What follows belongs to an exercise in optimizing a design on an open flow for small area; a production flow would make more cautious choices. The RTL was checked by simulation tests, not by an equivalence proof against the original design. Power and IR drop assume default switching activity.

## axi_cfg_register
module axi_cfg_register #
(
  parameter integer CFG_DATA_WIDTH = 1024,
  parameter integer AXI_DATA_WIDTH = 32,
  parameter integer AXI_ADDR_WIDTH = 32,
  parameter [CFG_DATA_WIDTH/AXI_DATA_WIDTH-1:0] NON_REG_MASK = 'h0
)
(
  input  wire                        aclk,
  input  wire                        aresetn,
  output wire [CFG_DATA_WIDTH-1:0]   cfg_data,
  input  wire [AXI_ADDR_WIDTH-1:0]   s_axi_awaddr,   
  input  wire                        s_axi_awvalid,  
  output wire                        s_axi_awready,  
  input  wire [AXI_DATA_WIDTH-1:0]   s_axi_wdata,    
  input  wire [AXI_DATA_WIDTH/8-1:0] s_axi_wstrb,    
  input  wire                        s_axi_wvalid,   
  output wire                        s_axi_wready,   
  output wire [1:0]                  s_axi_bresp,    
  output wire                        s_axi_bvalid,   
  input  wire                        s_axi_bready,   
  input  wire [AXI_ADDR_WIDTH-1:0]   s_axi_araddr,   
  input  wire                        s_axi_arvalid,  
  output wire                        s_axi_arready,  
  output wire [AXI_DATA_WIDTH-1:0]   s_axi_rdata,    
  output wire [1:0]                  s_axi_rresp,    
  output wire                        s_axi_rvalid,   
  input  wire                        s_axi_rready    
);
  localparam integer NW = CFG_DATA_WIDTH/AXI_DATA_WIDTH;
  wire       wvalid = s_axi_awvalid & s_axi_wvalid;
  wire [4:0] widx   = s_axi_awaddr[6:2];
  wire [4:0] ridx   = s_axi_araddr[6:2];
  reg  [CFG_DATA_WIDTH-1:0] cfg_reg;
  wire [CFG_DATA_WIDTH-1:0] cfg_next;
  wire [NW*4-1:0]           ld, hd;
  reg                       bvalid_reg, rvalid_reg;
  reg  [AXI_DATA_WIDTH-1:0] rdata_reg;
  wire [AXI_DATA_WIDTH-1:0] rdata_next;
  wire [NW:0]               rsel_lo, rsel_hi;
  wire [(NW+1)*AXI_DATA_WIDTH-1:0] rsrc;
  wire [11*AXI_DATA_WIDTH-1:0]     rterm;
  integer j;
  genvar g, k;
  wire       rst = ~aresetn;
  reg  [NW-1:0] nws;
  reg  [7:0]    nra;
  reg  [3:0]    nrl;
  ...
==> module axi_cfg_register, before the edit <==
module axi_cfg_register #
(
  parameter integer CFG_DATA_WIDTH = 1024,
  parameter integer AXI_DATA_WIDTH = 32,
  parameter integer AXI_ADDR_WIDTH = 32,
  parameter [CFG_DATA_WIDTH/AXI_DATA_WIDTH-1:0] NON_REG_MASK = 'h0
)
(
  input  wire                        aclk,
  input  wire                        aresetn,
  output wire [CFG_DATA_WIDTH-1:0]   cfg_data,
  input  wire [AXI_ADDR_WIDTH-1:0]   s_axi_awaddr,   
  input  wire                        s_axi_awvalid,  
  output wire                        s_axi_awready,  
  input  wire [AXI_DATA_WIDTH-1:0]   s_axi_wdata,    
  input  wire [AXI_DATA_WIDTH/8-1:0] s_axi_wstrb,    
  input  wire                        s_axi_wvalid,   
  output wire                        s_axi_wready,   
  output wire [1:0]                  s_axi_bresp,    
  output wire                        s_axi_bvalid,   
  input  wire                        s_axi_bready,   
  input  wire [AXI_ADDR_WIDTH-1:0]   s_axi_araddr,   
  input  wire                        s_axi_arvalid,  
  output wire                        s_axi_arready,  
  output wire [AXI_DATA_WIDTH-1:0]   s_axi_rdata,    
  output wire [1:0]                  s_axi_rresp,    
  output wire                        s_axi_rvalid,   
  input  wire                        s_axi_rready    
);
  localparam integer NW = CFG_DATA_WIDTH/AXI_DATA_WIDTH;
  wire       wvalid = s_axi_awvalid & s_axi_wvalid;
  wire [4:0] widx   = s_axi_awaddr[6:2];
  wire [4:0] ridx   = s_axi_araddr[6:2];
  reg  [CFG_DATA_WIDTH-1:0] cfg_reg;
  wire [CFG_DATA_WIDTH-1:0] cfg_next;
  wire [NW*4-1:0]           ld, hd;
  reg                       bvalid_reg, rvalid_reg;
  reg  [AXI_DATA_WIDTH-1:0] rdata_reg;
  wire [AXI_DATA_WIDTH-1:0] rdata_next;
  wire [NW:0]               rsel_lo, rsel_hi;
  wire [(NW+1)*AXI_DATA_WIDTH-1:0] rsrc;
  wire [11*AXI_DATA_WIDTH-1:0]     rterm;
  integer j;
  genvar g, k;
  wire       rst = ~aresetn;
  reg  [NW-1:0] nws;
  reg  [7:0]    nra;
  reg  [3:0]    nrl;
  wire [3:0]    nstb = ~s_axi_wstrb;
  always @*
  begin
    for(j = 0; j < NW; j = j + 1)
      nws[j] = ~(aresetn & wvalid & (widx == j));
    for(j = 0; j < 8; j = j + 1)
      nra[j] = ~(aresetn & s_axi_arvalid & (ridx[4:2] == j));
    for(j = 0; j < 4; j = j + 1)
      nrl[j] = ~(ridx[1:0] == j);
  end
  generate
    for(g = 0; g < NW*4; g = g + 1)
    begin : BYTES
      dec_nor2 u_ld (.a(nws[g/4]), .b(nstb[g%4]), .y(ld[g]));
      dec_nor2 u_hd (.a(rst), .b(ld[g]), .y(hd[g]));
    end
    for(g = 0; g < NW; g = g + 1)
    begin : RSEL
      dec_nor2 u_lo (.a(nra[g/4]), .b(nrl[g%4]), .y(rsel_lo[g]));
      dec_nor2 u_hi (.a(nra[g/4]), .b(nrl[g%4]), .y(rsel_hi[g]));
    end
  endgenerate
  dec_nor2 u_hold_lo (.a(rst), .b(s_axi_arvalid), .y(rsel_lo[NW]));
  dec_nor2 u_hold_hi (.a(rst), .b(s_axi_arvalid), .y(rsel_hi[NW]));
  generate
    for(g = 0; g < CFG_DATA_WIDTH; g = g + 1)
    begin : BITS
      cfg_bit_mux u_mux (
        .ld(ld[g/8]), .hd(hd[g/8]), .w(s_axi_wdata[g%32]), .q(cfg_reg[g]), .d(cfg_next[g])
      );
    end
    assign rsrc = {rdata_reg, cfg_reg};
    for(k = 0; k < AXI_DATA_WIDTH; k = k + 1)
    begin : RBITS
      for(g = 0; g < 11; g = g + 1)
      begin : TERMS
        rd_aoi3 u_aoi (
          .s0(k < 16 ? rsel_lo[3*g]   : rsel_hi[3*g]),   .d0(rsrc[(3*g)*32+k]),
          .s1(k < 16 ? rsel_lo[3*g+1] : rsel_hi[3*g+1]), .d1(rsrc[(3*g+1)*32+k]),
          .s2(k < 16 ? rsel_lo[3*g+2] : rsel_hi[3*g+2]), .d2(rsrc[(3*g+2)*32+k]),
          .y(rterm[k*11+g])
        );
      end
      rd_or11 u_or (.n(rterm[k*11+10:k*11]), .y(rdata_next[k]));
    end
  endgenerate
  always @(posedge aclk)
  begin
    cfg_reg   <= cfg_next;
    rdata_reg <= rdata_next;
    bvalid_reg <= aresetn & ~(s_axi_bready & bvalid_reg) & (wvalid | bvalid_reg);
    rvalid_reg <= aresetn & ~(s_axi_rready & rvalid_reg) & (s_axi_arvalid | rvalid_reg);
  end
  assign cfg_data = cfg_reg;
  assign s_axi_bresp = 2'd0;
  assign s_axi_rresp = 2'd0;
  assign s_axi_awready = wvalid;
  assign s_axi_wready = wvalid;
  assign s_axi_bvalid = bvalid_reg;
  assign s_axi_arready = 1'b1;
  assign s_axi_rdata = rdata_reg;
  assign s_axi_rvalid = rvalid_reg;
endmodule
Settings: LEC_CHECK=0, CAP_MARGIN=20, CORE_AREA=75 75 355 355, DIE_AREA=0 0 430 430, PLACE_DENSITY=0.65, SLEW_MARGIN=20, SYNTH_HIERARCHICAL=1, SYNTH_MINIMUM_KEEP_SIZE=0; clock period 8.0 ns.
standard.sh (not shown) runs the stock make flow with config.mk's settings and CLKGATE_MAP_FILE= SYNTH_SCRIPT=/design/flow/synth_recipe.tcl, a recipe that flattens the netlist after the stock synthesis.
==> flow/flow/run.sh <==
#!/bin/bash
# The standard layout (standard.sh: unchanged synthesis, floorplan, power grid and
# tap cells), with two changes:
# - the buffers that global placement puts on every input and output port are
#   the smallest plain buffer, buf_1, rather than the cell OpenROAD picks;
# - clock tree synthesis uses set leaf clusters (size and diameter below) and
#   inserts no dummy loads.
set -euo pipefail
export BUFFER_PORTS_ARGS="-buffer_cell sky130_fd_sc_hd__buf_1"
export CTS_ARGS="-sink_clustering_enable -repair_clock_nets -dont_use_dummy_load -buf_list {sky130_fd_sc_hd__clkbuf_8} -sink_clustering_size 16 -sink_clustering_max_diameter 50"
bash standard.sh > standard.log 2>&1
The first run passed the timing, design-rule and antenna checks.
Rerun with:
--- a/flow/design.v
+++ b/flow/design.v
@@ -59,5 +59,5 @@
   reg  [AXI_DATA_WIDTH-1:0] rdata_reg;
   wire [AXI_DATA_WIDTH-1:0] rdata_next;
-  wire [NW:0]               rsel_lo, rsel_hi;
+  wire [NW:0]               rsel;
   wire [(NW+1)*AXI_DATA_WIDTH-1:0] rsrc;
   wire [11*AXI_DATA_WIDTH-1:0]     rterm;
@@ -65,31 +65,33 @@
   genvar g, k;
   wire       rst = ~aresetn;
-  reg  [NW-1:0] nws;
-  reg  [7:0]    nra;
-  reg  [3:0]    nrl;
-  wire [3:0]    nstb = ~s_axi_wstrb;
+  reg  [7:0] nwh, nrh;
+  reg  [3:0] nwl, nrl, nwp;
+  wire       nrp = ~(aresetn & s_axi_arvalid);
   always @*
   begin
-    for(j = 0; j < NW; j = j + 1)
-      nws[j] = ~(aresetn & wvalid & (widx == j));
     for(j = 0; j < 8; j = j + 1)
-      nra[j] = ~(aresetn & s_axi_arvalid & (ridx[4:2] == j));
+    begin
+      nwh[j] = ~(widx[4:2] == j);
+      nrh[j] = ~(ridx[4:2] == j);
+    end
     for(j = 0; j < 4; j = j + 1)
+    begin
+      nwl[j] = ~(widx[1:0] == j);
       nrl[j] = ~(ridx[1:0] == j);
+      nwp[j] = ~(aresetn & wvalid & s_axi_wstrb[j]);
+    end
   end
   generate
     for(g = 0; g < NW*4; g = g + 1)
     begin : BYTES
-      dec_nor2 u_ld (.a(nws[g/4]), .b(nstb[g%4]), .y(ld[g]));
+      dec_nor3 u_ld (.a(nwh[g/16]), .b(nwl[(g/4)%4]), .c(nwp[g%4]), .y(ld[g]));
       dec_nor2 u_hd (.a(rst), .b(ld[g]), .y(hd[g]));
     end
     for(g = 0; g < NW; g = g + 1)
     begin : RSEL
-      dec_nor2 u_lo (.a(nra[g/4]), .b(nrl[g%4]), .y(rsel_lo[g]));
-      dec_nor2 u_hi (.a(nra[g/4]), .b(nrl[g%4]), .y(rsel_hi[g]));
+      dec_nor3 u_rs (.a(nrh[g/4]), .b(nrl[g%4]), .c(nrp), .y(rsel[g]));
     end
   endgenerate
-  dec_nor2 u_hold_lo (.a(rst), .b(s_axi_arvalid), .y(rsel_lo[NW]));
-  dec_nor2 u_hold_hi (.a(rst), .b(s_axi_arvalid), .y(rsel_hi[NW]));
+  assign rsel[NW] = aresetn & ~s_axi_arvalid;
   generate
     for(g = 0; g < CFG_DATA_WIDTH; g = g + 1)
@@ -105,7 +107,7 @@
       begin : TERMS
         rd_aoi3 u_aoi (
-          .s0(k < 16 ? rsel_lo[3*g]   : rsel_hi[3*g]),   .d0(rsrc[(3*g)*32+k]),
-          .s1(k < 16 ? rsel_lo[3*g+1] : rsel_hi[3*g+1]), .d1(rsrc[(3*g+1)*32+k]),
-          .s2(k < 16 ? rsel_lo[3*g+2] : rsel_hi[3*g+2]), .d2(rsrc[(3*g+2)*32+k]),
+          .s0(rsel[3*g]),   .d0(rsrc[(3*g)*32+k]),
+          .s1(rsel[3*g+1]), .d1(rsrc[(3*g+1)*32+k]),
+          .s2(rsel[3*g+2]), .d2(rsrc[(3*g+2)*32+k]),
           .y(rterm[k*11+g])
         );
After rerunning: The new run ran to the end with no violations. Routed wire length came out lower by 1.1%. Clock power is about the same. Non-clock buffer count came out higher by 5. Power stays flat. Design area came out higher by 2.1%. Die area stays the same.

## re-timing with driven ports
Ports are ideal in the flow. The routed layouts listed here were re-timed in OpenROAD.
Step 1 assumes that a clkbuf_16 drives the clock port and a buf_2 every other input.
Step 2 also shifts input and output timing later by t, the mid clock arrival at the registers, as if the neighbouring blocks saw the same clock.
Slacks: no drivers / after step 1 / after step 2; pairs: no drivers / after step 1.
| run | t, ns | slack for setup (ns) | clock arrival spread, ns | cell pins on the clock port's net |
|---|---|---|---|---|
| the first run | 0.798 | 3.868 / 3.778 / 3.280 | 0.150 / 0.149 | 1 |
| the second run | 0.781 | 3.816 / 3.818 / 3.037 | 0.131 / 0.131 | 1 |
After both steps every run listed still meets setup and hold. For the second run, which loses most, drivers alone change the setup slack by +0.002 ns; drivers and shift together by -0.779 ns.
